Background: an optimization exercise with open tools, aiming at small area. Do not read the settings as production practice. In this exercise RTL edits were held to simulation tests only and were not proved equivalent to the original. No driver is modelled on the clock port, so clock power and skew are understated where the tree is cut down; a real chip needs a root buffer or a tree.

==> v23 <==
## ame_sobel_filter
module ame_sobel_filter #(
    parameter LINE_DATA_BITS = 7,
    parameter COMP_DATA_BITS = 8
) (
    input logic clk_i,
    input logic rst_n_i,
    input  logic comp_init_i,
    output logic comp_done_o,
    input logic [5:0] [LINE_DATA_BITS-1:0] line_data_i,
    output logic [3:0] [3:0] [COMP_DATA_BITS-1:0] comp_data_o
);
clock: 5.0 ns
lec_check: 0
cap_margin: 0
core_margin: 2
core_utilization: 60
slew_margin: 0
standard.sh (not shown) runs the stock make flow with config.mk's settings and CLKGATE_MAP_FILE= SYNTH_SCRIPT=/design/flow/synth_recipe.tcl, a recipe that flattens the netlist after the stock synthesis.
==> flow/flow/run.sh <==
#!/bin/bash
# The standard layout, with three changes:
#  - after the standard synthesis, flow/pol2.py re-picks the polarity of the
#    full adders and gates to drop inverters (registers untouched); Yosys
#    proves the new netlist equivalent to the standard one, and the standard
#    netlist is kept if that proof fails;
#  - the port buffers are the smallest buffer;
#  - the clock tree uses small buffers and no dummy loads.
set -u
export BUFFER_PORTS_ARGS="-buffer_cell sky130_fd_sc_hd__buf_1"
export CTS_ARGS="-sink_clustering_enable -repair_clock_nets -dont_use_dummy_load -buf_list {sky130_fd_sc_hd__clkbuf_8} -sink_clustering_size 30 -sink_clustering_max_diameter 100"
LIB=$FLOW_HOME/platforms/sky130hd/lib/sky130_fd_sc_hd__tt_025C_1v80.lib
R=orfs/results/sky130hd/ame_sobel_filter/base

bash standard.sh synth > synth.log 2>&1 || exit 1

cp $R/1_2_yosys.v std_netlist.v
if python3 flow/pol2.py $LIB std_netlist.v pol_netlist.v > pol.log 2>&1; then
    yosys -p "read_liberty -ignore_miss_func $LIB; read_verilog std_netlist.v; rename $FLOW_TOP gold; read_verilog pol_netlist.v; rename $FLOW_TOP gate; flatten; rename -hide gate/w:_* gate/w:*.*; async2sync; opt_clean; equiv_make gold gate eq; hierarchy -top eq; equiv_simple -undef; equiv_induct -undef; equiv_status -assert" > equiv.log 2>&1
    if [ $? -eq 0 ]; then
        echo "using the re-polarised netlist" >> pol.log
        cp pol_netlist.v $R/1_2_yosys.v
        touch $R/1_2_yosys.v
    else
        echo "equivalence failed: keeping the standard netlist" >> pol.log
    fi
fi

bash standard.sh > standard.log 2>&1
Other scripts of this flow, unchanged in this note and not shown: flow/flow/pol2.py
==> v3 (differences from v23) <==
--- a/flow/flow/run.sh
+++ b/flow/flow/run.sh
@@ -5,10 +5,11 @@
 #    proves the new netlist equivalent to the standard one, and the standard
 #    netlist is kept if that proof fails;
 #  - the port buffers are the smallest buffer;
-#  - the clock tree uses small buffers and no dummy loads.
+#  - the clock tree is two levels of buffers built by flow/mycts.tcl: a root
+#    buffer on the clock port and one leaf buffer per cluster of registers.
 set -u
 export BUFFER_PORTS_ARGS="-buffer_cell sky130_fd_sc_hd__buf_1"
-export CTS_ARGS="-sink_clustering_enable -repair_clock_nets -dont_use_dummy_load -buf_list {sky130_fd_sc_hd__clkbuf_8} -sink_clustering_size 30 -sink_clustering_max_diameter 100"
+export PRE_CTS_TCL="$(pwd)/flow/mycts.tcl"
 LIB=$FLOW_HOME/platforms/sky130hd/lib/sky130_fd_sc_hd__tt_025C_1v80.lib
 R=orfs/results/sky130hd/ame_sobel_filter/base
 
==> flow/flow/mycts.tcl (new file) <==
# Replaces clock_tree_synthesis with a two-level clock tree: one root buffer
# on the clock port driving one leaf buffer per cluster of registers, the
# clusters found by k-means on the register positions. Sourced as PRE_CTS_TCL.
rename clock_tree_synthesis orfs_clock_tree_synthesis
proc clock_tree_synthesis { args } {
  set leaf_cell [expr { [info exists ::env(MYCTS_LEAF)] ? $::env(MYCTS_LEAF) : "sky130_fd_sc_hd__clkbuf_8" }]
  set root_cell [expr { [info exists ::env(MYCTS_ROOT)] ? $::env(MYCTS_ROOT) : "sky130_fd_sc_hd__clkbuf_8" }]
  set per_leaf  [expr { [info exists ::env(MYCTS_PER_LEAF)] ? $::env(MYCTS_PER_LEAF) : 15 }]
  set db [ord::get_db]
  set block [ord::get_db_block]
  set clk_name [get_name [lindex [get_property [lindex [all_clocks] 0] sources] 0]]
  set clk_net [$block findNet $clk_name]
  # sinks: every instance pin on the clock net
  set sinks {}
  foreach it [$clk_net getITerms] {
    set bb [[$it getInst] getBBox]
    lappend sinks [list $it [expr { ([$bb xMin] + [$bb xMax]) / 2.0 }] [expr { ([$bb yMin] + [$bb yMax]) / 2.0 }]]
  }
  set n [llength $sinks]
  set k [expr { max(1, int(ceil(double($n) / $per_leaf))) }]
  # k-means, seeded along the sorted x positions
  set sorted [lsort -real -index 1 $sinks]
  set cx {}; set cy {}
  for { set i 0 } { $i < $k } { incr i } {
    set s [lindex $sorted [expr { int(($i + 0.5) * $n / $k) }]]
    lappend cx [lindex $s 1]; lappend cy [lindex $s 2]
  }
  for { set iter 0 } { $iter < 30 } { incr iter } {
    set sx [lrepeat $k 0.0]; set sy [lrepeat $k 0.0]; set sn [lrepeat $k 0]
    # balanced assignment: nearest free cluster, closest pairs first
    set cap [expr { int(ceil(double($n) / $k)) }]
    set pairs {}
    set j 0
    foreach s $sinks {
      for { set i 0 } { $i < $k } { incr i } {
        lappend pairs [list $j $i [expr { abs([lindex $s 1] - [lindex $cx $i]) + abs([lindex $s 2] - [lindex $cy $i]) }]]
      }
      incr j
    }
    set assign [lrepeat $n -1]
    foreach pr [lsort -real -index 2 $pairs] {
      lassign $pr j i d
      if { [lindex $assign $j] >= 0 || [lindex $sn $i] >= $cap } { continue }
      lset assign $j $i
      set s [lindex $sinks $j]
      lset sx $i [expr { [lindex $sx $i] + [lindex $s 1] }]
      lset sy $i [expr { [lindex $sy $i] + [lindex $s 2] }]
      lset sn $i [expr { [lindex $sn $i] + 1 }]
    }
    for { set i 0 } { $i < $k } { incr i } {
      if { [lindex $sn $i] > 0 } {
        lset cx $i [expr { [lindex $sx $i] / [lindex $sn $i] }]
        lset cy $i [expr { [lindex $sy $i] / [lindex $sn $i] }]
      }
    }
  }
  # root buffer at the centre of the leaves
  set rx 0.0; set ry 0.0
  for { set i 0 } { $i < $k } { incr i } { set rx [expr { $rx + [lindex $cx $i] / $k }]; set ry [expr { $ry + [lindex $cy $i] / $k }] }
  set root [odb::dbInst_create $block [$db findMaster $root_cell] clkbuf_root_$clk_name]
  $root setLocation [expr { int($rx) }] [expr { int($ry) }]
  $root setPlacementStatus PLACED
  set root_net [odb::dbNet_create $block clknet_root_$clk_name]
  $root_net setSigType CLOCK
  [$root findITerm A] connect $clk_net
  [$root findITerm X] connect $root_net
  set leaf_nets {}
  for { set i 0 } { $i < $k } { incr i } {
    set leaf [odb::dbInst_create $block [$db findMaster $leaf_cell] clkbuf_leaf_${i}_$clk_name]
    $leaf setLocation [expr { int([lindex $cx $i]) }] [expr { int([lindex $cy $i]) }]
    $leaf setPlacementStatus PLACED
    set net [odb::dbNet_create $block clknet_leaf_${i}_$clk_name]
    $net setSigType CLOCK
    [$leaf findITerm A] connect $root_net
    [$leaf findITerm X] connect $net
    lappend leaf_nets $net
  }
  foreach s $sinks a $assign {
    set it [lindex $s 0]
    $it disconnect
    $it connect [lindex $leaf_nets $a]
  }
  puts "mycts: $n sinks, $k leaf buffers ($leaf_cell), root $root_cell"
  set_propagated_clock [all_clocks]
}
CAP_MARGIN = 20   (was 0)
CORE_UTILIZATION = 50   (was 60)
SLEW_MARGIN = 20   (was 0)
==> v22 (differences from v23) <==
--- a/flow/flow/run.sh
+++ b/flow/flow/run.sh
@@ -5,10 +5,11 @@
 #    proves the new netlist equivalent to the standard one, and the standard
 #    netlist is kept if that proof fails;
 #  - the port buffers are the smallest buffer;
-#  - the clock tree uses small buffers and no dummy loads.
+#  - the clock tree is two levels of buffers built by flow/mycts.tcl: a root
+#    buffer on the clock port and one leaf buffer per cluster of registers.
 set -u
 export BUFFER_PORTS_ARGS="-buffer_cell sky130_fd_sc_hd__buf_1"
-export CTS_ARGS="-sink_clustering_enable -repair_clock_nets -dont_use_dummy_load -buf_list {sky130_fd_sc_hd__clkbuf_8} -sink_clustering_size 30 -sink_clustering_max_diameter 100"
+export PRE_CTS_TCL="$(pwd)/flow/mycts.tcl"
 LIB=$FLOW_HOME/platforms/sky130hd/lib/sky130_fd_sc_hd__tt_025C_1v80.lib
 R=orfs/results/sky130hd/ame_sobel_filter/base
 
==> flow/flow/mycts.tcl (new file) <==
# Replaces clock_tree_synthesis with a two-level clock tree: one root buffer
# on the clock port driving one leaf buffer per cluster of registers, the
# clusters found by k-means on the register positions. Sourced as PRE_CTS_TCL.
rename clock_tree_synthesis orfs_clock_tree_synthesis
proc clock_tree_synthesis { args } {
  set leaf_cell [expr { [info exists ::env(MYCTS_LEAF)] ? $::env(MYCTS_LEAF) : "sky130_fd_sc_hd__clkbuf_8" }]
  set root_cell [expr { [info exists ::env(MYCTS_ROOT)] ? $::env(MYCTS_ROOT) : "sky130_fd_sc_hd__clkbuf_8" }]
  set per_leaf  [expr { [info exists ::env(MYCTS_PER_LEAF)] ? $::env(MYCTS_PER_LEAF) : 15 }]
  set db [ord::get_db]
  set block [ord::get_db_block]
  set clk_name [get_name [lindex [get_property [lindex [all_clocks] 0] sources] 0]]
  set clk_net [$block findNet $clk_name]
  # sinks: every instance pin on the clock net
  set sinks {}
  foreach it [$clk_net getITerms] {
    set bb [[$it getInst] getBBox]
    lappend sinks [list $it [expr { ([$bb xMin] + [$bb xMax]) / 2.0 }] [expr { ([$bb yMin] + [$bb yMax]) / 2.0 }]]
  }
  set n [llength $sinks]
  set k [expr { max(1, int(ceil(double($n) / $per_leaf))) }]
  # k-means, seeded along the sorted x positions
  set sorted [lsort -real -index 1 $sinks]
  set cx {}; set cy {}
  for { set i 0 } { $i < $k } { incr i } {
    set s [lindex $sorted [expr { int(($i + 0.5) * $n / $k) }]]
    lappend cx [lindex $s 1]; lappend cy [lindex $s 2]
  }
  for { set iter 0 } { $iter < 30 } { incr iter } {
    set sx [lrepeat $k 0.0]; set sy [lrepeat $k 0.0]; set sn [lrepeat $k 0]
    # balanced assignment: nearest free cluster, closest pairs first
    set cap [expr { int(ceil(double($n) / $k)) }]
    set pairs {}
    set j 0
    foreach s $sinks {
      for { set i 0 } { $i < $k } { incr i } {
        lappend pairs [list $j $i [expr { abs([lindex $s 1] - [lindex $cx $i]) + abs([lindex $s 2] - [lindex $cy $i]) }]]
      }
      incr j
    }
    set assign [lrepeat $n -1]
    foreach pr [lsort -real -index 2 $pairs] {
      lassign $pr j i d
      if { [lindex $assign $j] >= 0 || [lindex $sn $i] >= $cap } { continue }
      lset assign $j $i
      set s [lindex $sinks $j]
      lset sx $i [expr { [lindex $sx $i] + [lindex $s 1] }]
      lset sy $i [expr { [lindex $sy $i] + [lindex $s 2] }]
      lset sn $i [expr { [lindex $sn $i] + 1 }]
    }
    for { set i 0 } { $i < $k } { incr i } {
      if { [lindex $sn $i] > 0 } {
        lset cx $i [expr { [lindex $sx $i] / [lindex $sn $i] }]
        lset cy $i [expr { [lindex $sy $i] / [lindex $sn $i] }]
      }
    }
  }
  # root buffer at the centre of the leaves
  set rx 0.0; set ry 0.0
  for { set i 0 } { $i < $k } { incr i } { set rx [expr { $rx + [lindex $cx $i] / $k }]; set ry [expr { $ry + [lindex $cy $i] / $k }] }
  set root [odb::dbInst_create $block [$db findMaster $root_cell] clkbuf_root_$clk_name]
  $root setLocation [expr { int($rx) }] [expr { int($ry) }]
  $root setPlacementStatus PLACED
  set root_net [odb::dbNet_create $block clknet_root_$clk_name]
  $root_net setSigType CLOCK
  [$root findITerm A] connect $clk_net
  [$root findITerm X] connect $root_net
  set leaf_nets {}
  for { set i 0 } { $i < $k } { incr i } {
    set leaf [odb::dbInst_create $block [$db findMaster $leaf_cell] clkbuf_leaf_${i}_$clk_name]
    $leaf setLocation [expr { int([lindex $cx $i]) }] [expr { int([lindex $cy $i]) }]
    $leaf setPlacementStatus PLACED
    set net [odb::dbNet_create $block clknet_leaf_${i}_$clk_name]
    $net setSigType CLOCK
    [$leaf findITerm A] connect $root_net
    [$leaf findITerm X] connect $net
    lappend leaf_nets $net
  }
  foreach s $sinks a $assign {
    set it [lindex $s 0]
    $it disconnect
    $it connect [lindex $leaf_nets $a]
  }
  puts "mycts: $n sinks, $k leaf buffers ($leaf_cell), root $root_cell"
  set_propagated_clock [all_clocks]
}
CAP_MARGIN = 20   (was 0)
SLEW_MARGIN = 20   (was 0)
==> qor summary <==
Result of the run: v23 finished clean; v3 finished clean; v22 finished clean
Reg clk slew, reported paths: v23 0.07 ns; v3 0.11 ns; v22 0.08 ns
Destination of the worst register-to-register timing path: v23 comp_data[31]$_DFF_P_; v3 comp_data[127]$_DFF_P_; v22 comp_data[127]$_DFF_P_
1st-pass router iterations: v23 5; v3 4; v22 5
Slew margin rel.: v23 75.99%; v3 77.28%; v22 76.53%
Die Footprint: v23 9645 µm²; v3 11,490 µm²; v22 9645 µm²
Die width: v23 98.21 µm; v3 107.2 µm; v22 98.21 µm
Vias per Instance: v23 4.886; v3 4.701; v22 4.879
Post-layout net count: v23 707; v3 697; v22 702
Number of tap cells inserted: v23 108; v3 136; v22 108
Worst setup slack for register-to-register paths: v23 0.19 ns; v3 0.18 ns; v22 0.17 ns
Worst Reg-to-Reg Cells: v23 14; v3 14; v22 15
Transition time of the tightest slew-check pin: v23 0.3601 ns; v3 0.3408 ns; v22 0.3521 ns
Latest clock arrival within the worst-skew pair: v23 0.42 ns; v3 0.42 ns; v22 0.40 ns
Setup slack at placement: v23 -0.3990 ns; v3 -0.3759 ns; v22 -0.3990 ns
Chip height: v23 98.21 µm; v3 107.2 µm; v22 98.21 µm
Multi-input gate area in the final layout: v23 2624 µm²; v3 2628 µm²; v22 2624 µm²
Minimum setup slack in the final design: v23 0.1907 ns; v3 0.1471 ns; v22 0.1542 ns
Overall fraction of global-route tracks in use: v23 23.87%; v3 20.01%; v22 22.17%
Detailed placer's ending HPWL: v23 8682 µm; v3 9145 µm; v22 8682 µm
Placed Cells incl. Taps: v23 646; v3 672; v22 646
In v3 and v22 the design's own scripts or RTL, not TritonCTS, make the clock network.

==> afterwards: timing with drivers on the ports <==
The results above use ideal ports. As a check the final layouts listed here were re-extracted and re-timed, cells and wires unchanged.
Step 1: set_driving_cell puts a clkbuf_16 on clk_i and a buf_2 on each other input, an assumption about the parent block.
Step 2 also shifts input and output timing later by t, the mid clock arrival at the registers, as if the neighbouring blocks saw the same clock.
a / b / c = ideal / step 1 / step 2; a / b = the first two.
run	t, ns	slack for setup (ns)	worst hold slack (ns)
v23	0.444	0.191 / 0.193 / -0.247	0.341 / 0.341 / 0.341
v3	0.440	0.147 / 0.142 / -0.298	0.335 / 0.335 / 0.335
v22	0.427	0.154 / 0.167 / -0.260	0.351 / 0.351 / 0.351
With both steps, setup timing fails in every run listed, where it was met with ideal ports. The setup slack of v3, which loses most, moves by -0.005 ns with the drivers and by -0.445 ns with both steps.
